What follows belongs to an exercise in optimizing a design on an open flow for small area; a production flow would make more cautious choices.
Only simulation tests tie the RTL to the original design; equivalence was not proved.
Power figures rest on the tool's default switching activity, not on a simulated workload.

==> inputs of v33 <==
Design systolic_array, start of the top module:
module systolic_array #(
    parameter SIZE = 4,               
    parameter DATA_WIDTH = 8,
    parameter ACC_WIDTH = 32
)(
    input wire clk,
    input wire rst_n,
    input wire enable,
    input wire acc_clear,
    input wire signed [DATA_WIDTH-1:0] a_in_0,
    input wire signed [DATA_WIDTH-1:0] a_in_1,
    input wire signed [DATA_WIDTH-1:0] a_in_2,
    input wire signed [DATA_WIDTH-1:0] a_in_3,
    input wire signed [DATA_WIDTH-1:0] w_in_0,
    input wire signed [DATA_WIDTH-1:0] w_in_1,
    input wire signed [DATA_WIDTH-1:0] w_in_2,
    input wire signed [DATA_WIDTH-1:0] w_in_3,
    output wire signed [ACC_WIDTH-1:0] acc_out_00, acc_out_01, acc_out_02, acc_out_03,
    output wire signed [ACC_WIDTH-1:0] acc_out_10, acc_out_11, acc_out_12, acc_out_13,
    output wire signed [ACC_WIDTH-1:0] acc_out_20, acc_out_21, acc_out_22, acc_out_23,
    output wire signed [ACC_WIDTH-1:0] acc_out_30, acc_out_31, acc_out_32, acc_out_33
);
Settings: LEC_CHECK=0, ABC_AREA=1, CAP_MARGIN=20, CORE_MARGIN=2, CORE_UTILIZATION=60, CTS_BUF_LIST=sky130_fd_sc_hd__clkbuf_4, SLEW_MARGIN=20, SYNTH_HIERARCHICAL=1, SYNTH_MINIMUM_KEEP_SIZE=0; clock period 12.0 ns.
run.sh (not shown) runs the stock make flow with config.mk's settings and CLKGATE_MAP_FILE= SYNTH_SCRIPT=/design/flow/synth_recipe.tcl, a recipe that flattens the netlist after the stock synthesis.
==> inputs of v15, as changes to v33 <==
==> flow/flow/run.sh (new file) <==
#!/bin/bash
# Own layout flow: the standard layout, with the port buffers that global
# placement inserts on every input and output made of the smallest buffer cell.
set -euo pipefail
bash standard.sh finish \
  "BUFFER_PORTS_ARGS=-buffer_cell sky130_fd_sc_hd__buf_1" \
  > standard.log 2>&1
==> flow/standard.sh (new file) <==
#!/bin/bash
# synth_recipe.tcl (not shown) runs the flow's synth.tcl, then flattens the netlist and writes it again
# the make line also repeats each setting of config.mk as NAME=value (left out here)
make -C /OpenROAD-flow-scripts/flow DESIGN_CONFIG=/design/flow/config.mk WORK_HOME=/design/flow/orfs CLKGATE_MAP_FILE= SYNTH_SCRIPT=/design/flow/synth_recipe.tcl "${@:-finish}"
- CORE_UTILIZATION: 60 -> 40
- CTS_BUF_LIST: sky130_fd_sc_hd__clkbuf_4 -> default
removed: flow/run.sh
==> inputs of v39, as changes to v33 <==
--- a/flow/design.v
+++ b/flow/design.v
@@ -3,18 +3,19 @@
     parameter ACC_WIDTH = 32
 )(
     input wire clk,
     input wire rst_n,
     input wire enable,
+    input wire gate,
     input wire clr,
     input wire signed [7:0] a_in,
     input wire signed [7:0] w_in,
     output reg signed [7:0] a_out,
     output reg signed [7:0] w_out,
     output reg signed [31:0] acc_out
 );
-    wire [7:0] ag = a_out & {8{enable}};
+    wire [7:0] ag = a_out & {8{gate}};
     wire [31:0] base = acc_out & {32{~clr}};
     wire [31:0] nxt;
     wire pp1;
     wire pp2;
     wire pp3;
@@ -457,22 +458,21 @@
     assign s254 = base[30] ^ ((up210 & ao252) | (dn211 & az253));
     assign ao255 = ao252 & base[30];
     assign az256 = az253 & ~base[30];
     assign s257 = base[31] ^ ((up210 & ao255) | (dn211 & az256));
     assign nxt = {s257, s254, s251, s248, s245, s242, s239, s236, s233, s230, s227, s224, s221, s218, s215, s212, s209, s205, s201, s195, s187, s177, s165, s151, s135, s119, s105, s93, s83, s75, s69, s65};
+    always @(posedge clk) begin
+        if (enable) begin
+            a_out <= a_in;
+            w_out <= w_in;
+        end
+    end
     always @(posedge clk or negedge rst_n) begin
-        if (!rst_n) begin
-            a_out <= 8'd0;
-            w_out <= 8'd0;
+        if (!rst_n)
             acc_out <= 32'd0;
-        end else begin
-            if (enable) begin
-                a_out <= a_in;
-                w_out <= w_in;
-            end
+        else
             acc_out <= nxt;
-        end
     end
 endmodule
 module mac_fa (
     input wire a,
     input wire b,
@@ -547,10 +547,17 @@
             clr_q <= 1'b0;
         else if (enable)
             clr_q <= acc_clear;
     end
     wire clr = enable & clr_q;
+    reg [SIZE-1:0] loaded;
+    always @(posedge clk or negedge rst_n) begin
+        if (!rst_n)
+            loaded <= {SIZE{1'b0}};
+        else if (enable)
+            loaded <= {loaded[SIZE-2:0], 1'b1};
+    end
     genvar row, col;
     generate
         for (row = 0; row < SIZE; row = row + 1) begin : gen_row
             for (col = 0; col < SIZE; col = col + 1) begin : gen_col
                 mac_unit #(
@@ -558,10 +565,11 @@
                     .ACC_WIDTH(ACC_WIDTH)
                 ) pe (
                     .clk(clk),
                     .rst_n(rst_n),
                     .enable(enable),
+                    .gate(enable & loaded[(row > col) ? row : col]),
                     .clr(clr),
                     .a_in(a_wire[row][col]),
                     .w_in(w_wire[row][col]),
                     .a_out(a_wire[row][col+1]),
                     .w_out(w_wire[row+1][col]),
- CORE_UTILIZATION: 60 -> 40
- CTS_BUF_LIST: sky130_fd_sc_hd__clkbuf_4 -> default
==> inputs of v20, as changes to v33 <==
--- a/flow/design.v
+++ b/flow/design.v
@@ -3,18 +3,19 @@
     parameter ACC_WIDTH = 32
 )(
     input wire clk,
     input wire rst_n,
     input wire enable,
+    input wire gate,
     input wire clr,
     input wire signed [7:0] a_in,
     input wire signed [7:0] w_in,
     output reg signed [7:0] a_out,
     output reg signed [7:0] w_out,
     output reg signed [31:0] acc_out
 );
-    wire [7:0] ag = a_out & {8{enable}};
+    wire [7:0] ag = a_out & {8{gate}};
     wire [31:0] base = acc_out & {32{~clr}};
     wire [31:0] nxt;
     wire pp1;
     wire pp2;
     wire pp3;
@@ -457,22 +458,21 @@
     assign s254 = base[30] ^ ((up210 & ao252) | (dn211 & az253));
     assign ao255 = ao252 & base[30];
     assign az256 = az253 & ~base[30];
     assign s257 = base[31] ^ ((up210 & ao255) | (dn211 & az256));
     assign nxt = {s257, s254, s251, s248, s245, s242, s239, s236, s233, s230, s227, s224, s221, s218, s215, s212, s209, s205, s201, s195, s187, s177, s165, s151, s135, s119, s105, s93, s83, s75, s69, s65};
+    always @(posedge clk) begin
+        if (enable) begin
+            a_out <= a_in;
+            w_out <= w_in;
+        end
+    end
     always @(posedge clk or negedge rst_n) begin
-        if (!rst_n) begin
-            a_out <= 8'd0;
-            w_out <= 8'd0;
+        if (!rst_n)
             acc_out <= 32'd0;
-        end else begin
-            if (enable) begin
-                a_out <= a_in;
-                w_out <= w_in;
-            end
+        else
             acc_out <= nxt;
-        end
     end
 endmodule
 module mac_fa (
     input wire a,
     input wire b,
@@ -547,10 +547,17 @@
             clr_q <= 1'b0;
         else if (enable)
             clr_q <= acc_clear;
     end
     wire clr = enable & clr_q;
+    reg [SIZE-1:0] loaded;
+    always @(posedge clk or negedge rst_n) begin
+        if (!rst_n)
+            loaded <= {SIZE{1'b0}};
+        else if (enable)
+            loaded <= {loaded[SIZE-2:0], 1'b1};
+    end
     genvar row, col;
     generate
         for (row = 0; row < SIZE; row = row + 1) begin : gen_row
             for (col = 0; col < SIZE; col = col + 1) begin : gen_col
                 mac_unit #(
@@ -558,10 +565,11 @@
                     .ACC_WIDTH(ACC_WIDTH)
                 ) pe (
                     .clk(clk),
                     .rst_n(rst_n),
                     .enable(enable),
+                    .gate(enable & loaded[(row > col) ? row : col]),
                     .clr(clr),
                     .a_in(a_wire[row][col]),
                     .w_in(w_wire[row][col]),
                     .a_out(a_wire[row][col+1]),
                     .w_out(w_wire[row+1][col]),
==> flow/flow/run.sh (new file) <==
#!/bin/bash
# Own layout flow: the standard layout (standard.sh) with three changes:
# - synthesis is the standard flow's (synth_recipe.tcl), but ABC maps with flow/abc_area.script;
# - floorplan does not run repair_timing on the unplaced netlist (wire-load
#   timing of the unbuffered high-fanout nets made it upsize gates needlessly);
# - the port buffers that global placement inserts on every input and output
#   are the smallest buffer cell (buf_1);
# - clock tree synthesis uses clkbuf_16 with up to 24 flip-flops per leaf
#   buffer and inserts no dummy loads.
# make's output goes to standard.log; ORFS keeps each step's log under orfs/logs.
set -euo pipefail
export OWN_WORK=$PWD
export OWN_ABC_SCRIPT=$PWD/flow/abc_area.script
bash standard.sh finish \
  "SYNTH_SCRIPT=$PWD/flow/synth.tcl" \
  REMOVE_ABC_BUFFERS=1 \
  "BUFFER_PORTS_ARGS=-buffer_cell sky130_fd_sc_hd__buf_1" \
  "CTS_ARGS=-sink_clustering_enable -repair_clock_nets -dont_use_dummy_load -buf_list sky130_fd_sc_hd__clkbuf_16 -sink_buffer_max_cap_derate 1.0 -sink_clustering_size 24 -sink_clustering_max_diameter 100" \
  > standard.log 2>&1
==> flow/flow/abc_area.script (new file) <==
strash
dch
amap
topo
==> flow/flow/synth.tcl (new file) <==
# The standard flow's synthesis (synth_recipe.tcl in the work folder), with ABC's
# technology mapping script replaced by flow/abc_area.script (area mapping
# without ABC's own buffering and sizing; the layout's repair steps size and
# buffer the netlist afterwards).
proc abc {args} {
  set i [lsearch -exact $args -script]
  if {$i >= 0} {
    set args [lreplace $args $i [expr {$i + 1}] -script $::env(OWN_ABC_SCRIPT)]
  }
  yosys abc {*}$args
}
source $::env(OWN_WORK)/synth_recipe.tcl
==> flow/standard.sh (new file) <==
#!/bin/bash
# synth_recipe.tcl (not shown) runs the flow's synth.tcl, then flattens the netlist and writes it again
# the make line also repeats each setting of config.mk as NAME=value (left out here)
make -C /OpenROAD-flow-scripts/flow DESIGN_CONFIG=/design/flow/config.mk WORK_HOME=/design/flow/orfs CLKGATE_MAP_FILE= SYNTH_SCRIPT=/design/flow/synth_recipe.tcl "${@:-finish}"
- CTS_BUF_LIST: sky130_fd_sc_hd__clkbuf_4 -> default
removed: flow/run.sh
==> metrics.md <==
| Metric | Value |
|---|---|
| Status | complete, no violations |
| Drt initial violations | 2511 |
| CP Capture Point | gen_row[2].gen_col[3].pe.acc_out[30]$_DFF_PN0_ |
| Clock latency (worst-skew pair) | 710 ps |
| Internal Pwr Total | 11.3 mW |
| Clk pwr share | 15.1% |
| Area growth syn-to-layout | 19.2% |
| Inverters | 790 |
| Lkg Pwr | 33.4 nW |
| DIE WIDTH | 390 um |
| Row Count | 141 |
| Total core area | 148000 um2 |
| WP data arrival | 11590 ps |
The numbers above come from v39.

==> metrics.md <==
| Metric | Value |
|---|---|
| WP data arrival | 11320 ps |
| Status | complete, no violations |
| Internal Pwr Total | 11.4 mW |
| Clk pwr share | 15.7% |
| Lkg Pwr | 33.5 nW |
| DIE WIDTH | 393 um |
| Area growth syn-to-layout | 13.5% |
| Clock latency (worst-skew pair) | 720 ps |
| Drt initial violations | 2636 |
The numbers above come from v15.

==> metrics.md <==
| Metric | Value |
|---|---|
| Crit start category | primary input |
| Inverters | 802 |
| DIE WIDTH | 322 um |
| Status | complete, no violations |
| Drt initial violations | 3023 |
| Row Count | 116 |
| Area growth syn-to-layout | 16.3% |
| WP data arrival | 11360 ps |
| H-Tree Depth | 4 |
| Clock latency (worst-skew pair) | 1150 ps |
| Comb pwr share | 66.6% |
| Total core area | 100000 um2 |
| CP Capture Point | gen_row[1].gen_col[3].pe.acc_out[28]$_DFF_PN0_ |
The numbers above come from v33.

==> metrics.md <==
| Metric | Value |
|---|---|
| Initial Util | 60.5% |
| Status | complete, no violations |
| WP data arrival | 11770 ps |
| Row Count | 113 |
| Clock latency (worst-skew pair) | 660 ps |
| Total core area | 94900 um2 |
| Internal Pwr Total | 9.35 mW |
| Inverters | 358 |
| Final Instance Area | 63100 um2 |
The numbers above come from v20.

[what the ideal ports hide]
How much do the figures lean on ideal ports? The routed layouts below were timed once more, with nothing changed but the port constraints. Step 1 sets driving cells, clkbuf_16 on the clock port and buf_2 on the other inputs (assumed; they add their load-dependent delay and slew). Step 2 moves the port delays by t, midway between the first and last clock arrival at a register: inputs arrive t later, outputs are due t later. That takes back most of the time a late clock gives input paths. a / b / c = no drivers / after step 1 / after step 2; a / b = the first two.
run	t (ns)	setup WS [ns]	worst slew at a driven data input, ns
v33	1.197	1.628 / 1.632 / 0.435	0.10
v15	0.785	1.270 / 1.242 / 0.457	0.10
v39	0.778	1.033 / 1.064 / 0.286	0.13
v20	0.706	0.779 / 0.826 / 0.120	0.10
After both steps every run listed still meets setup and hold. For v33, which loses most, drivers alone change the setup slack by +0.004 ns; drivers and shift together by -1.193 ns.
